This design comes from an exercise in tuning for small area, a short achievable clock period and few clock cycles on the open sky130 flow, not from production work. At most, simulation tests tie the RTL to the original design; equivalence was not proved.

==> flow/design.v <==
module JAM (CLK, RST, W, J, Cost, MatchCount, MinCost, Valid);
input CLK;
input RST;
output reg [2:0] W;
output reg [2:0] J;
input [6:0] Cost;
output reg [3:0] MatchCount;
output reg [9:0] MinCost;
output reg Valid;
localparam ST_SCAN = 3'd0, ST_WAIT = 3'd1, ST_LAST = 3'd2, ST_LAST2 = 3'd3,
           ST_READ = 3'd4, ST_DFSA = 3'd5, ST_DFSB = 3'd6, ST_DONE = 3'd7;
reg [2:0] st;
reg [2:0] row;           
reg [6:0] u  [0:7];      
reg [6:0] nv [0:7];      
reg [8:0] minv [0:7];    
reg [2:0] way [0:7];     
reg [7:0] vw;            
reg [2:0] p [0:7];       
reg [7:0] matched;
reg [7:0] used;          
reg [7:0] rowin;         
reg [7:0] todo;          
reg [7:0] q;             
reg [2:0] j0;            
reg [8:0] delta;         
reg [6:0] D;             
reg [6:0] inc;           
reg [2:0] j1;
reg first;               
reg ph;                  
reg upd;                 
reg aug;                 
reg [2:0] ja;
reg [2:0] arow;
reg [7:0] abv;           
reg [7:0] candr;         
reg one;                 
reg s1v, s1l, s1r;
reg [6:0] s1c;
reg [6:0] s1p;
reg [2:0] s1j, s1w;
reg s2v, s2l;
reg [8:0] s2c, s2m;
reg [2:0] s2j, s2w;
reg s2r;
reg pend;                
reg [1:0] pcr;
reg s3l;
integer k;
function [3:0] lowest;
    input [7:0] m;
    integer i;
    begin
        lowest = 4'b1000;
        for (i = 7; i >= 0; i = i - 1)
            if (m[i]) lowest = i;
    end
endfunction
function single;
    input [7:0] m;
    reg a, b, ma, mb;
    begin
        a = |m[3:0];
        b = |m[7:4];
        ma = (m[0] & m[1]) | (m[2] & m[3]) | ((m[0] | m[1]) & (m[2] | m[3]));
        mb = (m[4] & m[5]) | (m[6] & m[7]) | ((m[4] | m[5]) & (m[6] | m[7]));
        single = ~(ma | mb | (a & b));
    end
endfunction
wire [3:0] nx = lowest(todo);
wire [9:0] cur = {3'b0, s1c} + {3'b0, s1p} + {{2{q[7]}}, q};
wire lt = s2c < s2m;
wire c1 = s2c < delta;
wire c2 = s2m < delta;
wire take = lt ? c1 : c2;
wire [8:0] mnew = lt ? s2c : s2m;
wire [7:0] used_j = used | (8'd1 << j1);
wire [3:0] fj = lowest(~used_j);
wire [2:0] pj = p[j1];
reg [7:0] avail [0:7];
reg [7:0] blk;
reg dead, allone;
reg [7:0] cand;
always @(*) begin
    blk = 8'd0;
    dead = 1'b0;
    allone = 1'b1;
    for (k = 0; k < 8; k = k + 1) begin
        avail[k] = minv[k][7:0] & ~used;
        if (!single(avail[k])) allone = 1'b0;
        if (k > W) begin
            if (avail[k] == 8'd0) dead = 1'b1;
            if (single(avail[k])) blk = blk | avail[k];
        end
    end
    cand = dead ? 8'd0 : (avail[W] & ~blk & abv);
end
wire [3:0] cfirst = lowest(candr);
wire [2:0] sprev = way[W - 3'd1];
wire [1:0] pc = single(candr) ? {1'b0, |candr} : 2'd2;
reg [7:0] above;
always @(*)
    for (k = 0; k < 8; k = k + 1)
        above[k] = (k > sprev);
always @(posedge CLK) begin
    if (RST) begin
        st <= ST_SCAN;
        row <= 3'd0;
        W <= 3'd0;
        J <= 3'd0;
        todo <= 8'hfe;
        q <= 8'd0;
        first <= 1'b1;
        ph <= 1'b1;
        upd <= 1'b0;
        aug <= 1'b0;
        delta <= 9'h1ff;
        D <= 7'd0;
        used <= 8'd0;
        rowin <= 8'd0;
        matched <= 8'd0;
        s1v <= 1'b0;
        s1r <= 1'b0;
        s2v <= 1'b0;
        s3l <= 1'b0;
        MinCost <= 10'd0;
        MatchCount <= 4'd0;
        Valid <= 1'b0;
        for (k = 0; k < 8; k = k + 1) begin
            u[k] <= 7'd0;
            nv[k] <= 7'd0;
        end
    end else begin
        upd <= 1'b0;
        if (upd) begin
            for (k = 0; k < 8; k = k + 1) begin
                if (used[k] && k != j1)
                    nv[k] <= nv[k] + inc;
                if (rowin[k] && (k != W || st == ST_LAST))
                    u[k] <= u[k] + inc;
            end
            MinCost <= MinCost + {3'd0, inc};
            q <= {1'b0, D} - {1'b0, u[W]};
            delta <= 9'h1ff;
        end
        if (aug) begin
            matched[ja] <= 1'b1;
            if (vw[ja]) aug <= 1'b0;
        end
        s1v <= (st == ST_SCAN);
        s1r <= (st == ST_READ);
        s2v <= s1v;
        s3l <= s2v && s2l;
        if (s2v && take)
            delta <= mnew;
        if (s1r && s1j == 3'd7)
            q <= 8'd0 - {1'b0, u[s1w + 3'd1]};
        case (st)
        ST_SCAN: begin
            if (ph) begin
                ph <= 1'b0;
                used <= 8'd0;
                rowin <= 8'd1 << row;
            end
            if (todo == 8'd0)
                st <= ST_WAIT;
            else begin
                J <= nx[2:0];
                todo <= todo & ~(8'd1 << nx[2:0]);
            end
        end
        ST_WAIT: begin
            if (s3l) begin
                first <= 1'b0;
                inc <= delta[6:0] - D;
                D <= delta[6:0];
                upd <= 1'b1;
                if (matched[j1]) begin
                    used <= used_j;
                    rowin[pj] <= 1'b1;
                    W <= pj;
                    J <= fj[2:0];
                    todo <= ~used_j & ~(8'd1 << fj[2:0]);
                    st <= ST_SCAN;
                end else begin
                    first <= 1'b1;
                    D <= 7'd0;
                    if (row == 3'd7) begin
                        st <= ST_LAST;
                    end else begin
                        aug <= 1'b1;
                        ph <= 1'b1;
                        row <= row + 3'd1;
                        W <= row + 3'd1;
                        J <= j1;
                        todo <= ~(8'd1 << j1);
                        st <= ST_SCAN;
                    end
                end
            end
        end
        ST_LAST: begin
            used <= 8'd0;
            W <= 3'd0;
            J <= 3'd0;
            st <= ST_LAST2;
        end
        ST_LAST2: begin
            q <= 8'd0 - {1'b0, u[0]};
            st <= ST_READ;
        end
        ST_READ: begin
            {W, J} <= {W, J} + 6'd1;
            if ({W, J} == 6'd63) begin
                W <= 3'd0;
                st <= ST_DFSA;
            end
        end
        ST_DFSA: begin
            if (pend)
                MatchCount <= MatchCount + {2'b0, pcr};
            if (!s2r)
                st <= ST_DFSB;
        end
        ST_DFSB: begin
            st <= ST_DFSA;
            if (one) begin
                MatchCount <= 4'd1;
                st <= ST_DONE;
            end else if (W == 3'd6) begin
                W <= 3'd5;
                used <= used & ~(8'd1 << sprev);
            end else if (candr != 8'd0) begin
                used <= used | (8'd1 << cfirst[2:0]);
                W <= W + 3'd1;
            end else if (W == 3'd0) begin
                st <= ST_DONE;
            end else begin
                used <= used & ~(8'd1 << sprev);
                W <= W - 3'd1;
            end
        end
        default: begin
            Valid <= 1'b1;
        end
        endcase
    end
end
always @(posedge CLK) begin
    s1l <= (todo == 8'd0);
    s1c <= Cost;
    s1p <= nv[J];
    s1j <= J;
    s1w <= W;
    s2l <= s1l;
    s2c <= cur[8:0];
    s2m <= first ? 9'h1ff : minv[s1j];
    s2j <= s1j;
    s2w <= s1w;
    s2r <= s1r;
    if (s2r)
        minv[s2w][s2j] <= (s2c == 9'd0);
    if (s2v) begin
        minv[s2j] <= mnew;
        if (!first && lt) begin
            vw[s2j] <= 1'b0;
            way[s2j] <= j0;
        end
        if (take)
            j1 <= s2j;
    end
    if (aug) begin
        p[ja] <= vw[ja] ? arow : p[way[ja]];
        ja <= way[ja];
    end
    if (st == ST_WAIT && s3l) begin
        if (first)
            vw <= 8'hff;
        if (matched[j1])
            j0 <= j1;
        else begin
            ja <= j1;
            arow <= row;
        end
    end
    if (st == ST_READ) begin
        abv <= 8'hff;
        one <= 1'b1;
    end
    pend <= (st == ST_DFSB) && (W == 3'd6);
    pcr <= pc;
    if (st == ST_DFSA && !s2r) begin
        candr <= cand;
        one <= one && allone;
    end
    if (st == ST_DFSB) begin
        one <= 1'b0;
        if (W == 3'd6 || candr == 8'd0)
            abv <= above;
        else begin
            way[W] <= cfirst[2:0];
            abv <= 8'hff;
        end
    end
end
endmodule
Settings: LEC_CHECK=0, CAP_MARGIN=20, CORE_MARGIN=2, CORE_UTILIZATION=40, SETUP_SLACK_MARGIN=2.4, SLEW_MARGIN=20; clock period 5.0 ns.
run.sh (not shown) runs the stock make flow with config.mk's settings and CLKGATE_MAP_FILE= SYNTH_SCRIPT=/design/flow/synth_recipe.tcl, a recipe that flattens the netlist after the stock synthesis.
The baseline went through all stages and came out clean.
==> next run, changes <==
--- a/flow/design.v
+++ b/flow/design.v
@@ -21,7 +21,7 @@
 reg [7:0] used;          
 reg [7:0] rowin;         
 reg [7:0] todo;          
-reg [7:0] q;             
+reg [6:0] uW;            
 reg [2:0] j0;            
 reg [8:0] delta;         
 reg [6:0] D;             
@@ -38,7 +38,7 @@
 reg one;                 
 reg s1v, s1l, s1r;
 reg [6:0] s1c;
-reg [6:0] s1p;
+reg [7:0] s1p;
 reg [2:0] s1j, s1w;
 reg s2v, s2l;
 reg [8:0] s2c, s2m;
@@ -69,7 +69,8 @@
     end
 endfunction
 wire [3:0] nx = lowest(todo);
-wire [9:0] cur = {3'b0, s1c} + {3'b0, s1p} + {{2{q[7]}}, q};
+wire [7:0] p0 = {1'b0, nv[J]} + {1'b0, D};
+wire [9:0] cur = {3'b0, s1c} + {2'b0, s1p} - {3'b0, uW};
 wire lt = s2c < s2m;
 wire c1 = s2c < delta;
 wire c2 = s2m < delta;
@@ -99,10 +100,6 @@
 wire [3:0] cfirst = lowest(candr);
 wire [2:0] sprev = way[W - 3'd1];
 wire [1:0] pc = single(candr) ? {1'b0, |candr} : 2'd2;
-reg [7:0] above;
-always @(*)
-    for (k = 0; k < 8; k = k + 1)
-        above[k] = (k > sprev);
 always @(posedge CLK) begin
     if (RST) begin
         st <= ST_SCAN;
@@ -110,7 +107,7 @@
         W <= 3'd0;
         J <= 3'd0;
         todo <= 8'hfe;
-        q <= 8'd0;
+        uW <= 7'd0;
         first <= 1'b1;
         ph <= 1'b1;
         upd <= 1'b0;
@@ -141,7 +138,7 @@
                     u[k] <= u[k] + inc;
             end
             MinCost <= MinCost + {3'd0, inc};
-            q <= {1'b0, D} - {1'b0, u[W]};
+            uW <= u[W];
             delta <= 9'h1ff;
         end
         if (aug) begin
@@ -155,7 +152,7 @@
         if (s2v && take)
             delta <= mnew;
         if (s1r && s1j == 3'd7)
-            q <= 8'd0 - {1'b0, u[s1w + 3'd1]};
+            uW <= u[s1w + 3'd1];
         case (st)
         ST_SCAN: begin
             if (ph) begin
@@ -207,7 +204,7 @@
             st <= ST_LAST2;
         end
         ST_LAST2: begin
-            q <= 8'd0 - {1'b0, u[0]};
+            uW <= u[0];
             st <= ST_READ;
         end
         ST_READ: begin
@@ -250,7 +247,7 @@
 always @(posedge CLK) begin
     s1l <= (todo == 8'd0);
     s1c <= Cost;
-    s1p <= nv[J];
+    s1p <= p0;
     s1j <= J;
     s1w <= W;
     s2l <= s1l;
@@ -297,7 +294,7 @@
     if (st == ST_DFSB) begin
         one <= 1'b0;
         if (W == 3'd6 || candr == 8'd0)
-            abv <= above;
+            abv <= ~((8'd2 << sprev) - 8'd1);
         else begin
             way[W] <= cfirst[2:0];
             abv <= 8'hff;
Cell count falls slightly.
Wire length falls by a few percent.
Core utilization falls by 1.0 points.
Setup slack is better by 0.25 ns.
Worst hold slack is better by 0.0077 ns.
Global-route usage falls by 0.94 points.
Design area falls by a few percent.
Register-to-register slack is better by 0.25 ns.
Testbench counts after the change, summed over its fixed seeds: cycles 4,482.
For the first run of this note, only the layout was checked, not whether the RTL still works.

-- static timing again, ports no longer ideal --
The flow's constraints put no driver on any port. The routed layouts listed below were extracted and timed again, unchanged, in two steps. Step 1: set_driving_cell puts a clkbuf_16 on CLK and a buf_2 on each other input, an assumption about the parent block. Step 2 moves the port delays by t, midway between the first and last clock arrival at a register: inputs arrive t later, outputs are due t later. That takes back most of the time a late clock gives input paths. a / b / c = ideal / step 1 / step 2; a / b = the first two.
| run | shift t [ns] | slack for setup (ns) | latest minus earliest clock arrival (ns) | worst register clock-pin slew, ns | pins driven straight from the clock port |
|---|---|---|---|---|---|
| the first run | 0.675 | 1.960 / 1.960 / 1.960 | 0.059 / 0.060 | 0.07 / 0.07 | 1 |
| the second run | 0.673 | 2.207 / 2.207 / 2.174 | 0.029 / 0.029 | 0.06 / 0.06 | 1 |
After both steps setup and hold are still met in every run listed. The setup slack of the second run, which loses most, moves by 0.000 ns with the drivers and by -0.033 ns with both steps.
